This design comes from an exercise in tuning for small area on the open sky130 flow, not from production work. Where RTL was checked, it was by simulation tests only, not by an equivalence proof against the original.

== cedar ==
==> flow/design.v (excerpt) <==
module top (
    input  logic clk,
    input  logic rst,
    input  logic sclk,
    input  logic cs_n,
    input  logic mosi,
    output logic miso,
    input  logic signed [15:0] input_current,
    output logic [2:0] spikes
);
    logic wr_en, rd_pending, addr_valid;
    logic [15:0] frame;
    logic [15:0] rd_data, nthreshold, nleak, reset_potential, refractory_cycles;
    logic [2:0][15:0] weight_sum;
    spi_slave_interface spi_inst (
        .clk(clk), .rst(rst), .sclk(sclk), .cs_n(cs_n), .mosi(mosi), .miso(miso),
        .wr_en(wr_en), .rd_pending(rd_pending), .addr_valid(addr_valid),
        .frame(frame), .rd_data(rd_data)
    );
    parameter_register_file reg_file (
        .clk(clk), .rst(rst), .wr_en(wr_en), .rd_pending(rd_pending),
        .addr_valid(addr_valid), .frame(frame), .rd_data(rd_data),
        .nthreshold(nthreshold), .nleak(nleak), .reset_potential(reset_potential),
        .refractory_cycles(refractory_cycles), .weight_sum(weight_sum)
    );
    fully_connected_neural_network nn_inst (
        .clk(clk), .rst(rst), .input_current(input_current), .nthreshold(nthreshold),
        .nleak(nleak), .reset_potential(reset_potential), .refractory_cycles(refractory_cycles),
        .weight_sum(weight_sum), .spikes_layer_2(spikes)
    );
endmodule
Size in the first run: about 470 flip-flops, roughly 25 I/O pins, roughly 22000 µm² of cells after synthesis.
==> module parameter_register_file, before the edit <==
module parameter_register_file (
    input  logic        clk,
    input  logic        rst,
    input  logic        wr_en,
    input  logic        rd_pending,
    input  logic        addr_valid,
    input  logic [15:0] frame,
    output logic [15:0] rd_data,
    output logic [15:0] nthreshold,      
    output logic [15:0] nleak,           
    output logic [15:0] reset_potential,
    output logic [15:0] refractory_cycles,
    output logic [2:0][15:0] weight_sum
);
    logic [14:0] a;
    assign a = frame[14:0];
    logic       sel_par, sel_w;
    logic [1:0] sel_i, sel_j;        
    always_ff @(posedge clk)
        if (addr_valid) begin
            sel_par <= (a[14:2] == 13'd0);
            sel_w   <= (a[14:4] == 11'h100) && (a[3:0] < 4'd12);
            sel_i   <= (a[3:0] < 4'd3) ? 2'd0 : (a[3:0] < 4'd6) ? 2'd1 : (a[3:0] < 4'd9) ? 2'd2 : 2'd3;
            sel_j   <= (a[14:2] == 13'd0) ? a[1:0] :
                       (a[3:0] == 4'd0 || a[3:0] == 4'd3 || a[3:0] == 4'd6 || a[3:0] == 4'd9) ? 2'd0 :
                       (a[3:0] == 4'd1 || a[3:0] == 4'd4 || a[3:0] == 4'd7 || a[3:0] == 4'd10) ? 2'd1 : 2'd2;
        end
    wire [15:0] wr_data = frame[15:0];
    always_ff @(posedge clk or posedge rst) begin
        if (rst) begin
            nthreshold        <= 16'd1000 ^ 16'h7fff;
            nleak             <= ~16'd10;
            reset_potential   <= 16'd0;
            refractory_cycles <= 16'd10;
        end else if (wr_en && sel_par) begin
            case (sel_j)
                2'd0: nthreshold        <= wr_data ^ 16'h7fff;
                2'd1: nleak             <= ~wr_data;
                2'd2: reset_potential   <= wr_data;
                2'd3: refractory_cycles <= wr_data;
            endcase
        end
    end
    wire [15:0] wsum_sel = weight_sum[sel_j];
    logic [8:0][15:0] ring;
    logic [1:0] pi, pj;
    logic clearing, pending;
    logic acc_go, acc_on, negate;
    logic [15:0] hold;
    wire last   = (pi == 2'd2) && (pj == 2'd2);
    wire i3     = (sel_i == 2'd3);
    wire at_sel = (pi == sel_i) && (pj == sel_j);
    wire put    = pending && at_sel;
    wire upd    = wr_en && sel_w;
    wire acc_start = acc_go && !acc_on && last;
    wire acc_take  = acc_on && (pj == sel_j);
    wire [15:0] f_a = (upd || acc_start) ? wsum_sel : 16'd0;
    wire [15:0] f_b = upd ? wr_data : acc_take ? ring[0] : 16'd0;
    wire [15:0] f_c = acc_start ? 16'd0 : hold;
    wire [15:0] f   = f_a + f_b - f_c;
    always_ff @(posedge clk) begin
        for (int k = 0; k < 8; k++) ring[k] <= ring[k+1];
        ring[8] <= clearing ? 16'd0 : put ? hold : ring[0];
        if (upd && !i3)
            hold <= wr_data;
        else if (i3) begin
            if (acc_start || acc_take || negate)
                hold <= f;
        end else if (!pending && at_sel)
            hold <= ring[0];
    end
    always_ff @(posedge clk or posedge rst) begin
        if (rst) begin
            pi <= 2'd0;
            pj <= 2'd0;
            clearing <= 1'b1;
            pending <= 1'b0;
            acc_go <= 1'b0;
            acc_on <= 1'b0;
            negate <= 1'b0;
        end else begin
            if (pj == 2'd2) begin
                pj <= 2'd0;
                pi <= (pi == 2'd2) ? 2'd0 : pi + 2'd1;
                if (pi == 2'd2) clearing <= 1'b0;
            end else begin
                pj <= pj + 2'd1;
            end
            if (upd && !i3)
                pending <= 1'b1;
            else if (put)
                pending <= 1'b0;
            acc_go <= addr_valid || (acc_go && !acc_start);
            if (acc_start)
                acc_on <= 1'b1;
            else if (last)
                acc_on <= 1'b0;
            negate <= acc_take;
        end
    end
    always_ff @(posedge clk or posedge rst) begin
        if (rst)
            weight_sum <= '0;
        else if (upd)
            weight_sum[sel_j] <= f;
    end
    always_comb begin
        rd_data = 16'd0;
        if (sel_w)
            rd_data = hold;
        else if (sel_par)
            case (sel_j)
                2'd0: rd_data = nthreshold ^ 16'h7fff;
                2'd1: rd_data = ~nleak;
                2'd2: rd_data = reset_potential;
                2'd3: rd_data = refractory_cycles;
            endcase
    end
endmodule
clock: 14.0 ns
lec_check: 0
cap_margin: 20
core_margin: 2
core_utilization: 65
cts_buf_list: sky130_fd_sc_hd__clkbuf_16
cts_cluster_diameter: 100
cts_cluster_size: 20
slew_margin: 20
standard.sh (not shown) runs the stock make flow with config.mk's settings and CLKGATE_MAP_FILE= SYNTH_SCRIPT=/design/flow/synth_recipe.tcl, a recipe that flattens the netlist after the stock synthesis.
==> flow/flow/run.sh <==
#!/bin/bash
# Own flow: the standard ORFS flow, except that synthesis maps the
# combinational logic with an area-oriented ABC script (flow/abc_area.script
# in place of ORFS's abc_speed.script). Synthesis itself is the standard one
# (synth_recipe.tcl: -nofsm -noshare, flattened, renamed), so the registers,
# their names and cell types are unchanged; every step after synthesis is
# standard.sh's own.
set -euo pipefail
W=$(pwd)

# a copy of ORFS's scripts with the ABC script swapped
rm -rf "$W/scripts_area"
mkdir -p "$W/scripts_area"
cp -r "$FLOW_HOME/scripts/." "$W/scripts_area/"
cp "$W/flow/abc_area.script" "$W/scripts_area/abc_speed.script"

# synthesis (make reads SCRIPTS_DIR from the environment)
SCRIPTS_DIR="$W/scripts_area" bash "$W/standard.sh" synth > "$W/synth.log" 2>&1

# floorplan to final layout, the standard way, from that netlist
bash "$W/standard.sh" finish > "$W/layout.log" 2>&1

test -f "$W/out/final.def"
==> flow/flow/abc_area.script <==
&get -n
&st
&syn2
&dch -f
&nf -p -a -R 1000
&st
&syn2
&dch -f
&nf -p -a -R 1000
&st
&dch -f
&nf -p -a -R 1000
&put
topo
stime -c
> inputs changed (cedar -> ember)
--- a/flow/design.v
+++ b/flow/design.v
@@ -106,72 +106,51 @@
                 2'd2: reset_potential   <= wr_data;
                 2'd3: refractory_cycles <= wr_data;
             endcase
         end
     end
-    wire [15:0] wsum_sel = weight_sum[sel_j];
-    logic [8:0][15:0] ring;
+    logic [11:0][15:0] ring;
     logic [1:0] pi, pj;
     logic clearing, pending;
-    logic acc_go, acc_on, negate;
     logic [15:0] hold;
-    wire last   = (pi == 2'd2) && (pj == 2'd2);
-    wire i3     = (sel_i == 2'd3);
     wire at_sel = (pi == sel_i) && (pj == sel_j);
-    wire put    = pending && at_sel;
-    wire upd    = wr_en && sel_w;
-    wire acc_start = acc_go && !acc_on && last;
-    wire acc_take  = acc_on && (pj == sel_j);
-    wire [15:0] f_a = (upd || acc_start) ? wsum_sel : 16'd0;
-    wire [15:0] f_b = upd ? wr_data : acc_take ? ring[0] : 16'd0;
-    wire [15:0] f_c = acc_start ? 16'd0 : hold;
-    wire [15:0] f   = f_a + f_b - f_c;
+    wire put = pending && at_sel;
     always_ff @(posedge clk) begin
-        for (int k = 0; k < 8; k++) ring[k] <= ring[k+1];
-        ring[8] <= clearing ? 16'd0 : put ? hold : ring[0];
-        if (upd && !i3)
+        for (int k = 0; k < 11; k++) ring[k] <= ring[k+1];
+        ring[11] <= clearing ? 16'd0 : put ? hold : ring[0];
+        if (wr_en && sel_w)
             hold <= wr_data;
-        else if (i3) begin
-            if (acc_start || acc_take || negate)
-                hold <= f;
-        end else if (!pending && at_sel)
+        else if (!pending && at_sel)
             hold <= ring[0];
     end
     always_ff @(posedge clk or posedge rst) begin
         if (rst) begin
             pi <= 2'd0;
             pj <= 2'd0;
             clearing <= 1'b1;
             pending <= 1'b0;
-            acc_go <= 1'b0;
-            acc_on <= 1'b0;
-            negate <= 1'b0;
         end else begin
             if (pj == 2'd2) begin
                 pj <= 2'd0;
-                pi <= (pi == 2'd2) ? 2'd0 : pi + 2'd1;
-                if (pi == 2'd2) clearing <= 1'b0;
+                pi <= pi + 2'd1;
+                if (pi == 2'd3) clearing <= 1'b0;
             end else begin
                 pj <= pj + 2'd1;
             end
-            if (upd && !i3)
+            if (wr_en && sel_w)
                 pending <= 1'b1;
             else if (put)
                 pending <= 1'b0;
-            acc_go <= addr_valid || (acc_go && !acc_start);
-            if (acc_start)
-                acc_on <= 1'b1;
-            else if (last)
-                acc_on <= 1'b0;
-            negate <= acc_take;
-        end
-    end
+        end
+    end
+    wire [15:0] wsum_sel = weight_sum[sel_j];
+    wire [15:0] wsum_new = wsum_sel + wr_data - hold;
     always_ff @(posedge clk or posedge rst) begin
         if (rst)
             weight_sum <= '0;
-        else if (upd)
-            weight_sum[sel_j] <= f;
+        else if (wr_en && sel_w)
+            weight_sum[sel_j] <= wsum_new;
     end
     always_comb begin
         rd_data = 16'd0;
         if (sel_w)
             rd_data = hold;
## What came out
Looking at the reports, ember completed the entire flow and the layout it produced met the timing, design-rule and antenna checks.
cedar ended with every stage complete and zero timing, DRC or antenna violations.
Global router's overall resource usage (higher): cedar
From cedar to ember the numbers moved as follows: final cycle utilization of the critical path up 1.3 points; wire length down about 3.7%.
The run with more setup slack is cedar; ember has less.
For the number of distinct library cells after synthesis, ember came in 2.1% higher than cedar did.
Run comparison: cedar library cell contributing the largest single delay on the critical path fa_1; ember library cell contributing the largest single delay on the critical path nor2_1
cedar has a lower cell area after technology mapping than ember.
For clock skew, cedar and ember come out practically identical.
The clock tree cell share of total cell area of ember and that of cedar are within noise of each other.
ember falls short of cedar in total power.
Only the layout flow was run in cedar; the RTL was not checked for function there.

==> re-timing with driven ports <==
In the flow no input, the clock included, has a driving cell. The finished layouts below were timed again as built, in two steps. Step 1 assumes that a clkbuf_16 drives the clock port and a buf_2 every other input. Step 2 adds t to the input delays and takes it off the output delays; t is the mean of the earliest and latest rising clock arrival at the registers after step 1. Input paths then give back, and output paths get back, about the clock's delay inside the block. Three values: no drivers, after step 1, after step 2; two values: the first two.
run | t, ns | setup slack, ns | hold WS [ns] | clock arrival spread, ns | worst slew at a driven data input, ns
cedar | 0.641 | 2.431 / 2.462 / 1.820 | 0.321 / 0.321 / 0.321 | 0.023 / 0.023 | 0.04
ember | 0.625 | 2.256 / 2.281 / 1.656 | 0.314 / 0.314 / 0.314 | 0.031 / 0.031 | 0.05
After both steps every run listed still meets setup and hold. The setup slack of cedar, which loses most, moves by +0.031 ns with the drivers and by -0.611 ns with both steps.
